What follows belongs to an exercise in optimizing a design on an open flow for small area, a short achievable clock period and few clock cycles per item; a production flow would make more cautious choices. Function was checked by simulation only, so behaviour that the tests miss may differ from the original.

## flow/config.mk

```make
export PLATFORM = sky130hd
export DESIGN_NAME = axc_booth
export DESIGN_NICKNAME = axc_booth
export VERILOG_FILES = /design/flow/design.v
export SDC_FILE = /design/flow/constraint.sdc
export NUM_CORES = 4
export LEC_CHECK = 0
export ABC_CLOCK_PERIOD_IN_PS = 5000
export CAP_MARGIN = 20
export CORE_MARGIN = 2
export CORE_UTILIZATION = 40
export SLEW_MARGIN = 20
```

## flow/constraint.sdc

```tcl
create_clock -name core_clock -period 11.0 [get_ports {CLK}]
set_input_delay 2.2000 -clock core_clock [delete_from_list [all_inputs] [get_ports {CLK}]]
set_output_delay 2.2000 -clock core_clock [all_outputs]
set_load 0.01 [all_outputs]
```

## flow/design.v

```verilog
module transition_detect (
        input  wire [15:0] a,         
        input  wire        a_below,   
        input  wire [5:0]  q,
        input  wire        skip,
        output wire [7:0]  one,
        output wire [7:0]  two,
        output wire [7:0]  neg,
        output wire [5:0]  q_next
    );
    wire [15:0] t = a ^ {a[14:0], a_below};
    wire [2:0] c3 = t[15] + t[14] + t[13] + t[12];
    wire [2:0] c2 = t[11] + t[10] + t[9] + t[8];
    wire [2:0] c1 = t[7] + t[6] + t[5] + t[4];
    wire [2:0] c0 = t[3] + t[2] + t[1] + t[0];
    wire [3:0] e1 = c3 + c2;
    wire [3:0] e0 = e1 + c1;
    wire [4:0] cnt = e0 + c0;
    assign q_next = (q > cnt) ? q - cnt : 6'd0;
    wire [6:0] d3 = q + 7'd16;
    wire [6:0] d2 = q + 7'd16 - c3;
    wire [6:0] d1 = q + 7'd16 - e1;
    wire [6:0] d0 = q + 7'd16 - e0;
    function [3:0] win;
        input [6:0] d;
        input       s;
        integer u;
        begin
            for (u = 0; u < 4; u = u + 1)
                win[u] = s ? ((d >= u + 19) | (d == u + 17)) : (d >= u + 18);
        end
    endfunction
    function [3:0] nib;
        input [3:0] tt;
        input [3:0] w;
        begin
            nib[3] = tt[3] & w[0];
            nib[2] = tt[2] & (tt[3] ? w[1] : w[0]);
            case ({tt[3], tt[2]})
                2'b00: nib[1] = tt[1] & w[0];
                2'b11: nib[1] = tt[1] & w[2];
                default: nib[1] = tt[1] & w[1];
            endcase
            case ({tt[3], tt[2], tt[1]})
                3'b000: nib[0] = tt[0] & w[0];
                3'b111: nib[0] = tt[0] & w[3];
                3'b001, 3'b010, 3'b100: nib[0] = tt[0] & w[1];
                default: nib[0] = tt[0] & w[2];
            endcase
        end
    endfunction
    wire [15:0] keep = {nib(t[15:12], win(d3, skip)), nib(t[11:8], win(d2, skip)),
                        nib(t[7:4], win(d1, skip)), nib(t[3:0], win(d0, skip))};
    genvar j;
    generate
        for (j = 0; j < 8; j = j + 1) begin : pairs
            assign two[j] = keep[2*j+1] & ~keep[2*j];
            assign one[j] = keep[2*j];
            assign neg[j] = keep[2*j+1] ? a[2*j+1] : (keep[2*j] & a[2*j]);
        end
    endgenerate
endmodule
module barrel_shifter (
        input  wire [31:0] b,
        input  wire        one,
        input  wire        two,
        input  wire        neg,
        output wire [33:0] row
    );
    wire [32:0] bx = {b[31], b};
    wire [32:0] m  = ({33{one}} & bx) | ({33{two}} & {bx[31:0], 1'b0});
    wire [32:0] x  = m ^ {33{neg}};
    assign row = {~x[32], x};
endmodule
module axc_booth #(
        parameter integer NA=32,
        parameter integer NB=32,
        parameter integer NC=$clog2(NA)+1
    )(
        input   wire                 CLK,
        input   wire                 RST,
        input   wire                 START,
        input   wire  [NA-1:0]       A_in,
        input   wire  [NB-1:0]       B_in,
        input   wire  [NC-1:0]       C_in,
        output  wire  [NA+NB-1:0]    N_out,
        output  wire                 Done_out
    );
    localparam [63:0] Z = 64'hffff555555560000;
    reg  [31:0] A_reg;                   
    reg  [5:0]  C_reg;
    reg  [31:0] B_reg;
    reg  [5:0]  qlo_reg;                 
    reg  [7:0]  one_reg, two_reg, neg_reg;
    reg         pre, st1, st2, Done_reg;
    reg  [63:0] acc;
    wire fast = (C_in >= 6'd31);
    wire        skip = A_reg[31] & C_reg[0];
    wire [5:0]  q0   = (C_reg > 6'd32) ? 6'd35 : C_reg + 6'd3;
    wire [7:0]  d_one, d_two, d_neg;
    wire [5:0]  d_q;
    transition_detect TD (.a(pre ? A_reg[31:16] : A_reg[15:0]), .a_below(pre & A_reg[15]),
                          .q(pre ? q0 : qlo_reg), .skip(skip),
                          .one(d_one), .two(d_two), .neg(d_neg), .q_next(d_q));
    wire [7:0] r_one, r_two, r_neg;
    genvar j;
    generate
        for (j = 0; j < 8; j = j + 1) begin : raw
            wire b1 = A_in[17+2*j], b0 = A_in[16+2*j], bm = A_in[15+2*j];
            assign r_one[j] = b0 ^ bm;
            assign r_two[j] = (b1 ^ b0) & ~(b0 ^ bm);
            assign r_neg[j] = b1 & ~(b0 & bm);
        end
    endgenerate
    always @(posedge CLK) begin
        A_reg <= A_in;
        C_reg <= C_in;
        if (START) begin
            B_reg    <= B_in;
            qlo_reg  <= 6'd35;
            one_reg  <= r_one; two_reg <= r_two; neg_reg <= r_neg;
        end else begin
            if (pre) qlo_reg <= d_q;
            one_reg  <= d_one; two_reg <= d_two; neg_reg <= d_neg;
        end
    end
    wire [33:0] row [0:7];
    generate
        for (j = 0; j < 8; j = j + 1) begin : rows
            barrel_shifter BS (.b(B_reg), .one(one_reg[j]), .two(two_reg[j]), .neg(neg_reg[j]), .row(row[j]));
        end
    endgenerate
    wire [15:0] negbits = {1'b0, neg_reg[7], 1'b0, neg_reg[6], 1'b0, neg_reg[5], 1'b0, neg_reg[4],
                           1'b0, neg_reg[3], 1'b0, neg_reg[2], 1'b0, neg_reg[1], 1'b0, neg_reg[0]};
    wire [63:0] acc_in = {(st1 ? Z[63:16] : acc[47:0]), negbits};
    wire [63:0] sum = acc_in + {30'd0, row[0]} + {28'd0, row[1], 2'd0} + {26'd0, row[2], 4'd0}
                    + {24'd0, row[3], 6'd0} + {22'd0, row[4], 8'd0} + {20'd0, row[5], 10'd0}
                    + {18'd0, row[6], 12'd0} + {16'd0, row[7], 14'd0};
    always @(posedge CLK) begin
        if (st1 | st2) acc <= sum;
    end
    always @(posedge CLK) begin
        if (RST) begin
            pre <= 1'b0; st1 <= 1'b0; st2 <= 1'b0; Done_reg <= 1'b0;
        end else if (START) begin
            pre <= ~fast; st1 <= fast; st2 <= 1'b0; Done_reg <= 1'b0;
        end else begin
            pre <= 1'b0;
            st1 <= pre;
            st2 <= st1;
            if (st1) Done_reg <= 1'b1;
        end
    end
    assign N_out = acc;
    assign Done_out = Done_reg;
endmodule
```

## flow/run.sh

```bash
#!/bin/bash
# synth_recipe.tcl (not shown) runs the flow's synth.tcl, then flattens the netlist and writes it again
# the make line also repeats each setting of config.mk as NAME=value (left out here)
make -C /OpenROAD-flow-scripts/flow DESIGN_CONFIG=/design/flow/config.mk WORK_HOME=/design/flow/orfs CLKGATE_MAP_FILE= SYNTH_SCRIPT=/design/flow/synth_recipe.tcl finish
```

==> results of run 1 <==
[critical path: cells and delay by family (launching register included)]
| kind | cells | cell delay, ns |
|---|---|---|
| AOI/OAI and AO/OA | 4 | 1.76 |
| DFF | 1 | 0.85 |
| xor gates and xnor gates | 1 | 0.61 |
| adders and majority gates | 5 | 2.63 |
| and+or+nand+nor | 6 | 1.20 |
[routing by layer]
metal	track usage	vias up	wire length (microns)
li1	-	7822	-
met1	0.3057	8716	27560
met2	0.4143	812	33040
met3	0.05001	154	5318
met4	0.1078	0	2498
met5	0	-	0
[worst max-delay path by stage]
stage | from | end | slack [ns] | cells after the start
2_1_floorplan | pre$_SDFF_PP0_ | neg_reg[0]$_DFF_P_ | 4.64 | 25
3_3_place_gp | two_reg[0]$_DFF_P_ | acc[59]$_DFFE_PP_ | 3.53 | 18
3_5_place_dp | B_reg[31]$_DFFE_PP_ | acc[56]$_DFFE_PP_ | 3.81 | 16
4_1_cts | B_reg[31]$_DFFE_PP_ | acc[56]$_DFFE_PP_ | 3.77 | 16
5_1_grt | pre$_SDFF_PP0_ | neg_reg[0]$_DFF_P_ | 3.26 | 23
6_report | B_reg[30]$_DFFE_PP_ | acc[56]$_DFFE_PP_ | 3.70 | 16
[final cells by class]
cell class | instances | area share
clock inverters | 14 | 0.006248
repair buffers | 162 | 0.06529
inverters | 188 | 0.02947
well taps | 696 | 0.03624
multi-input cells | 1699 | 0.6639
flip-flops and latches | 168 | 0.1806
clock buffers | 18 | 0.01828
[cell families after synthesis]
kind of cell / count (synthesis)
AO/OA/AOI/OAI: 592
adder cells (fa/ha/maj): 381
AND/OR/NAND/NOR: 339
XOR/XNOR: 357
multiplexers: 30
flip-flops: 168
buffers and inverters: 366
[placed cells by master (no fill, tap or decap), drive strengths merged, types with 13 or more instances in the layout]
cell	count
a22oi	251
xnor2	228
fa	227
inv	197
ha	154
clkdlybuf4s50	136
xor2	129
edfxtp	96
nand2	85
a21oi	80
dfxtp	72
nor2	67
o21ai	62
a21o	49
nand2b	30
or2	28
buf	26
nand3	25
mux2i	22
and3	20
nor3	19
clkbuf	18
a211oi	18
o21a	17
a31oi	17
nor2b	15
nand4	13
[metrics by stage]
stage          worst slack (ns)  hold slack (ns)  instances    util
2_1_floorplan             4.638           0.4436       2233       -
3_3_place_gp              3.533           0.4548       2912  0.4361
3_5_place_dp              3.809           0.4765       2913  0.4365
4_1_cts                   3.767           0.4876       2945  0.4474
5_1_grt                   3.257           0.5016       2945  0.4474
6_report                  3.698           0.4825       2945  0.4474
==> impl_metrics.toml, run 1 <==
[clock_network]
hold_buffers = 0
cts_buffer_depth = 2
cts.reportedPaths.clkPinSlew_ns = 0.08
cts_setup_buffers = 0
cts-root-buf = "clkbuf_16"
htreeDepth = 4
clk_latency_ns = 0.50
clock_sinks = 168
cts_resized = 0
tritoncts = "done"
cts_inserted_buffers = 17

[setup_path]
cp_common_cell = "fa_1"
r2r_end = "acc[56]$_DFFE_PP_"
worstPathCellList = "a22oi_1 -> xnor2_1 -> fa_1 -> fa_1 -> fa_1 -> fa_1 -> ha_1 -> and3_1 -> nand4_1 -> or2_2 -> a2111oi_1 -> nor3_2 -> nor2_1 -> o41a_1 -> o21a_1 -> nor2_1"
critical_path.max_stage_delay_ns = 0.85
rr_startpoint = "B_reg[30]$_DFFE_PP_"
r2r_slack_ns = 3.70
cp-end-kind = "flop"
crit_required_ns = 11.25
arrival_ns = 7.56
critPathKind = "flop to flop"
crit_fanout = 16
worst_path_max_delay_cell = "edfxtp_1"
critPathLaunchType = "flop"
r2r_cells = 16

[yosys]
synth_top_family_by_area = "adder cells"
synthAdderAreaFrac = 0.2985
ys_ff_latch = 168
synth-edff-count = 96
syn_avg_cell_area_sq_um = 9.708
netlist_top_cells_area = "fa_1 (21%), edfxtp_1 (13%), xnor2_1 (9.1%)"
synth_warnings = 2
synth-simple-area-share = 0.08178
synth.most_common_cell = "a22oi_1"
synthMuxAreaShare = 0.01616
syn_area_sq_um = 21680
async_flop_share = 0
ys_seq_area_frac = 0.1995
synth_common_cells = "a22oi_1 (251), fa_1 (227), xnor2_1 (226)"
synth_nets = 2687
netlist_instances = 2233
synth_compound_area_frac = 0.1941
yosys.area_share.xor_xnor = 0.1453
synth_top_cell_by_area = "fa_1"
ys.flop_type = "edfxtp_1"
yosysTopAreaCellShare = 0.2096
yosysUniqueCellTypes = 92

[final_layout]
ff_latch_area_sq_um = 4339
layout-drive-gt1-share = 0.06047
largest_reg_flops = 64
diodes = 0
multiInputGateArea_sq_um = 15950
areaGrowthSynthToFinish_pct = 10.85
final_net_count = 2690
stdcell_area_sq_um = 24030
n_fill_cell = 5080

[timing]
rsz0062_at_grt = "false"
period_minus_slack_ns = 7.302
tightest_slew_ns = 1.002
skew_ns = 0.02183
setup_viol = 0
slew_headroom = 0.3320
min_period_over_period = 0.6638
report.final.slew_viol_count = 0
hold_viol = 0
setup_tns_ns = 0
max_freq_mhz = 136.9

[global_routing]
grt.overflow.total = 0
antenna_found_initial = 0
grt_pass1_wl_microns = 105900
grt_pass1_vias = 18300
grt_usage = 0.2461
grt_max_degree = 65

[run]
timing.max_cap.violations = 0

[place]
hpwl_microns = 48910
placed_area_sq_um = 23440
finalWeightedCongestion = 0.9237
portBuffers = 137

[floorplan]
coreArea_sq_um = 53710
die_h_microns = 236.8
row_count = 85
initial_core_util = 0.4036
ios = 138
die_area_sq_um = 56070
chipWidth_microns = 236.8

[route]
dr.pass1.iters = 8
antenna_left = 0
drc = 0
routedWlPerCell_microns = 23.23
drtIter0Drc = 1508
wirelength_microns = 68420
vias = 17500
routed_via_density = 5.944

[worst_hold_path]
hp-class = "flop to flop"
whs_path_depth = 2
min_from = "qlo_reg[2]$_SDFFE_PP0P_"
holdPathEnd = "qlo_reg[2]$_SDFFE_PP0P_"

[outcome]
outcome = "no timing/DRC/antenna violations"
Testbench counts, summed over its fixed seeds: cycles 41,712, items 12,000.
==> run 2, diff against run 1 <==
--- a/flow/config.mk
+++ b/flow/config.mk
@@ -9,4 +9,5 @@
 export CAP_MARGIN = 20
 export CORE_MARGIN = 2
 export CORE_UTILIZATION = 40
+export SETUP_SLACK_MARGIN = 5
 export SLEW_MARGIN = 20
==> run 2 against run 1 <==
Net effect:
- still clean on timing, DRC and antenna
- register-to-register slack improved by 1.3 ns
- die area unchanged
- first-iteration DRC count increased by 17%
- largest cell class unchanged
==> impl_metrics.toml, run 2 <==
[outcome]
outcome = "no timing/DRC/antenna violations"

[global_routing]
grt_max_degree = 65
grt_usage = 0.2656
grt.overflow.total = 0
antenna_found_initial = 1
grt_pass1_vias = 18990
grt_pass1_wl_microns = 112900

[floorplan]
row_count = 85
initial_core_util = 0.4036
coreArea_sq_um = 53710
die_h_microns = 236.8
ios = 138
chipWidth_microns = 236.8
die_area_sq_um = 56070

[timing]
max_freq_mhz = 166.1
setup_viol = 0
hold_slack_ns = 0.4935
skew_ns = 0.02180
rsz0062_at_grt = "true"
tightest_slew_ns = 0.9849
report.final.slew_viol_count = 0
setup_tns_ns = 0
slew_headroom = 0.3434
fin_ws_ns = 4.981
min_period_over_period = 0.5472
period_minus_slack_ns = 6.019
hold_viol = 0

[run]
timing.max_cap.violations = 0

[route]
wirelength_microns = 76660
routedWlPerCell_microns = 24.48
routed_via_density = 6.005
vias = 18800
dr.pass1.iters = 6
drc = 0
drtIter0Drc = 1767
antenna_left = 0

[yosys]
async_flop_share = 0
synth_top_cell_by_area = "fa_1"
ys_seq_area_frac = 0.1995
synth-edff-count = 96
synth_common_cells = "a22oi_1 (251), fa_1 (227), xnor2_1 (226)"
synth_nets = 2687
synth_warnings = 2
netlist_instances = 2233
ys_ff_latch = 168
syn_avg_cell_area_sq_um = 9.708
yosysUniqueCellTypes = 92
synth.most_common_cell = "a22oi_1"
ys.flop_type = "edfxtp_1"
netlist_top_cells_area = "fa_1 (21%), edfxtp_1 (13%), xnor2_1 (9.1%)"
syn_area_sq_um = 21680
yosysTopAreaCellShare = 0.2096

[final_layout]
fin_cells = 3131
diodes = 0
final_common_cell = "a22oi_1"
n_fill_cell = 4728
final_util = 0.5098
final_cell_mix = "a22oi_1 (227), xnor2_1 (215), fa_1 (214), inv_1 (176), buf_4 (138)"
largest_reg_flops = 64
final_net_count = 2876
layout-drive-gt1-share = 0.1943
areaGrowthSynthToFinish_pct = 26.31

[clock_network]
cts_inserted_buffers = 17
tritoncts = "done"
clk_latency_ns = 0.51
clock_sinks = 168
cts.reportedPaths.clkPinSlew_ns = 0.08
htreeDepth = 4
cts-root-buf = "clkbuf_16"
cts_buffer_depth = 2

[setup_path]
r2r_end = "acc[54]$_DFFE_PP_"
cp-end-kind = "flop"
r2r_slack_ns = 4.98
r2r_cells = 21
crit_required_ns = 11.25
critPathLaunchType = "flop"
crit_fanout = 5
arrival_ns = 6.27
rr_startpoint = "B_reg[5]$_DFFE_PP_"
critPathKind = "flop to flop"

[worst_hold_path]
whs_path_depth = 2
holdPathEnd = "qlo_reg[2]$_SDFFE_PP0P_"
min_from = "qlo_reg[2]$_SDFFE_PP0P_"
hp-class = "flop to flop"

[place]
portBuffers = 137
place_ws_ns = 3.840
finalWeightedCongestion = 0.9631
dp.cells = 2914
hpwl_microns = 48620
run 2: cell counts after synthesis:
No cell type changed its count.
run 2: repair_timing:
action | in CTS | in global routing
resized for setup | 119 | 167
hold endpoints to repair | 0 | 0
hold buffers | 0 | 0
cloned | 6 | 7
setup buffers | 118 | 54
pin swaps | 17 | 95
endpoints found under the setup margin | 47 | 26
run 2: critical path, stage by stage, from the launching register on:
cell	delay, ns
edfxtp_1	0.49
buf_4	0.19
a22oi_2	0.22
xnor2_2	0.10
fa_1	0.49
inv_1	0.06
fa_1	0.51
inv_2	0.05
fa_1	0.48
fa_1	0.55
ha_4	0.23
and2_4	0.15
a221o_1	0.29
o21a_2	0.22
o31ai_4	0.27
a2111oi_4	0.13
nor3_2	0.28
nor2_2	0.09
o41a_4	0.47
buf_4	0.15
a311oi_2	0.24
a21oi_1	0.07
run 2: cells by family (layout without fill, tap and decap cells):
kind of cell    after synthesis  after routing  synth area share
mux                          30             30           0.01616
flops                       168            168            0.1995
fa+ha+maj                   381            381            0.2985
compound gates              592            592            0.1941
buf+inv                     366            568           0.06470
simple gates                339            339           0.08179
xor+xnor                    357            357            0.1453
run 2: per-stage QoR:
step	instance area (sq um)
after floorplan	21750
after global placement	23480
after detailed placement	23480
after CTS	26020
after global routing	27380
final	27380
run 2: layout make-up:
class	count	area, sq um	area share
Multi-Input combinational cell	1699	16950	0.6190
Sequential cell	168	4382	0.1600
Timing Repair Buffer	348	3824	0.1396
Tap cell	696	870.8	0.03180
Inverter	188	723.2	0.02641
Clock buffer	17	425.4	0.01554
Clock inverter	15	207.7	0.007585
run 2: worst max-delay path by stage:
stage / startpoint / to / slack, ns / depth (start not counted)
4_1_cts: pre$_SDFF_PP0_ / neg_reg[0]$_DFF_P_ / 4.89 / 22
3_5_place_dp: pre$_SDFF_PP0_ / neg_reg[0]$_DFF_P_ / 3.84 / 22
6_report: B_reg[5]$_DFFE_PP_ / acc[54]$_DFFE_PP_ / 4.98 / 21
2_1_floorplan: pre$_SDFF_PP0_ / neg_reg[0]$_DFF_P_ / 4.98 / 26
3_3_place_gp: two_reg[2]$_DFF_P_ / acc[56]$_DFFE_PP_ / 3.85 / 17
5_1_grt: pre$_SDFF_PP0_ / neg_reg[0]$_DFF_P_ / 4.81 / 24
run 2: per-layer routing:
metal	track usage	vias up	wire length, microns
met5	0	-	13
met4	0.1289	2	4071
met3	0.06400	249	7188
met2	0.4323	1007	36000
met1	0.3312	9331	29380
li1	-	8213	-
==> run 3, diff against run 2 <==
--- a/flow/config.mk
+++ b/flow/config.mk
@@ -5,9 +5,7 @@
 export SDC_FILE = /design/flow/constraint.sdc
 export NUM_CORES = 4
 export LEC_CHECK = 0
-export ABC_CLOCK_PERIOD_IN_PS = 5000
 export CAP_MARGIN = 20
 export CORE_MARGIN = 2
 export CORE_UTILIZATION = 40
-export SETUP_SLACK_MARGIN = 5
 export SLEW_MARGIN = 20
==> run 3 against run 2 <==
Net effect:
- still clean on timing, DRC and antenna
- worst hold slack got worse by 0.011 ns
- wire length decreased by 11%
- design area shrank 12%
==> impl_metrics.toml, run 3 <==
[outcome]
outcome = "no timing/DRC/antenna violations"

[worst_hold_path]
hp-class = "flop to flop"
min_from = "qlo_reg[2]$_SDFFE_PP0P_"

[clock_network]
htreeDepth = 4
tritoncts = "done"
clk_latency_ns = 0.50
cts-root-buf = "clkbuf_16"
cts_setup_buffers = 0
cts_inserted_buffers = 17
cts_resized = 0
clock_sinks = 168
cts.reportedPaths.clkPinSlew_ns = 0.08
cts_buffer_depth = 2
hold_buffers = 0

[final_layout]
final_net_count = 2690
areaGrowthSynthToFinish_pct = 10.85
diodes = 0
final_cell_mix = "a22oi_1 (251), fa_1 (227), xnor2_1 (226), inv_1 (181), ha_1 (154)"
largest_reg_flops = 64
fin_cells = 2945
layout-drive-gt1-share = 0.06047
final_common_cell = "a22oi_1"

[place]
portBuffers = 137
hpwl_microns = 48910
finalWeightedCongestion = 0.9237
dp.cells = 2913

[setup_path]
r2r_slack_ns = 3.70
r2r_cells = 16
cp-startpoint = "B_reg[30]$_DFFE_PP_"
crit_fanout = 16
arrival_ns = 7.56
rr_startpoint = "B_reg[30]$_DFFE_PP_"
cp-end-kind = "flop"
critPathKind = "flop to flop"
crit_end = "acc[56]$_DFFE_PP_"
critPathLaunchType = "flop"
r2r_end = "acc[56]$_DFFE_PP_"
crit_required_ns = 11.25

[timing]
setup_viol = 0
skew_ns = 0.02183
setup_tns_ns = 0
period_minus_slack_ns = 7.302
report.final.slew_viol_count = 0
tightest_slew_ns = 1.002
min_period_over_period = 0.6638
rsz0062_at_grt = "false"
max_freq_mhz = 136.9
slew_headroom = 0.3320
hold_viol = 0

[route]
drc = 0
vias = 17500
routedWlPerCell_microns = 23.23
dr.pass1.iters = 8
drtIter0Drc = 1508
routed_via_density = 5.944
wirelength_microns = 68420
antenna_left = 0

[yosys]
yosysTopAreaCellShare = 0.2096
synth_warnings = 2
synth-edff-count = 96
syn_area_sq_um = 21680
netlist_instances = 2233
synth.most_common_cell = "a22oi_1"
syn_avg_cell_area_sq_um = 9.708
synth_top_cell_by_area = "fa_1"
yosysUniqueCellTypes = 92
synth_common_cells = "a22oi_1 (251), fa_1 (227), xnor2_1 (226)"
synth_nets = 2687
ys.flop_type = "edfxtp_1"
async_flop_share = 0
ys_seq_area_frac = 0.1995
ys_ff_latch = 168
netlist_top_cells_area = "fa_1 (21%), edfxtp_1 (13%), xnor2_1 (9.1%)"

[floorplan]
coreArea_sq_um = 53710
row_count = 85
ios = 138
die_h_microns = 236.8
initial_core_util = 0.4036
die_area_sq_um = 56070
chipWidth_microns = 236.8

[global_routing]
grt_max_degree = 65
grt.overflow.total = 0
grt_pass1_vias = 18300
grt_usage = 0.2461
antenna_found_initial = 0
grt_pass1_wl_microns = 105900

[run]
timing.max_cap.violations = 0
==> run 3: cell counts after synthesis <==
No cell type changed its count.
==> run 3: area by class of cell <==
type	count	area (sq um)
Clock buffer	18	439.2
Clock inverter	14	150.1
Fill cell	5080	29680
Inverter	188	708.2
Multi-Input combinational cell	1699	15950
Sequential cell	168	4339
Tap cell	696	870.8
Timing Repair Buffer	162	1569
==> run 3: through the flow <==
step	area, sq um	setup slack [ns]	util	hold slack [ns]
6_report	24030	3.698	0.4474	0.4825
5_1_grt	24030	3.257	0.4474	0.5016
4_1_cts	24030	3.767	0.4474	0.4876
3_5_place_dp	23440	3.809	0.4365	0.4765
3_3_place_gp	23420	3.533	0.4361	0.4548
2_1_floorplan	21680	4.638	-	0.4436
==> run 3: cell families after synthesis <==
group	share of synthesized area
compound gates	0.1941
xor+xnor	0.1453
fa+ha+maj	0.2985
buf+inv	0.06470
flops	0.1995
mux	0.01616
simple gates	0.08179
==> run 3: per-layer routing <==
metal | wire length (microns) | vias to the layer above | GRT usage
met5 | 0 | - | 0
met2 | 33040 | 812 | 0.4143
met1 | 27560 | 8716 | 0.3057
li1 | - | 7822 | -
met4 | 2498 | 0 | 0.1078
met3 | 5318 | 154 | 0.05001
==> run 3: worst max-delay path: stages (launching register included) <==
cell and delay [ns]:
edfxtp_1 0.85, a22oi_1 0.30, xnor2_1 0.61, fa_1 0.57, fa_1 0.52, fa_1 0.53
fa_1 0.57, ha_1 0.44, and3_1 0.19, nand4_1 0.24, or2_2 0.39, a2111oi_1 0.75
nor3_2 0.15, nor2_1 0.19, o41a_1 0.51, o21a_1 0.20, nor2_1 0.04
==> run 3: worst min path at each step <==
stage | end | slack (ns) | cells after the start
finish | qlo_reg[2]$_SDFFE_PP0P_ | 0.48 | 2
global route | qlo_reg[2]$_SDFFE_PP0P_ | 0.50 | 2
CTS | qlo_reg[2]$_SDFFE_PP0P_ | 0.49 | 2
detailed placement | qlo_reg[2]$_SDFFE_PP0P_ | 0.48 | 2
global placement | qlo_reg[0]$_SDFFE_PP1P_ | 0.45 | 2
floorplan | qlo_reg[0]$_SDFFE_PP1P_ | 0.44 | 2

-- re-timing with driven ports --
How much do the figures lean on ideal ports? The routed layouts below were timed once more, with nothing changed but the port constraints. Step 1 sets driving cells, clkbuf_16 on the clock port and buf_2 on the other inputs (assumed; they add their load-dependent delay and slew). Step 2 adds t to the input delays and takes it off the output delays; t is the mean of the earliest and latest rising clock arrival at the registers after step 1. Input paths then give back, and output paths get back, about the clock's delay inside the block. Slacks: no drivers / after step 1 / after step 2; pairs: no drivers / after step 1.
| run | shift t [ns] | setup slack, ns | worst setup path after step 2 |
|---|---|---|---|
| run 1 | 0.552 | 3.698 / 3.698 / 3.698 | register to register |
| run 2 | 0.560 | 4.981 / 4.981 / 4.981 | register to register |
| run 3 | 0.552 | 3.698 / 3.698 / 3.698 | register to register |
After both steps every run listed still meets setup and hold.
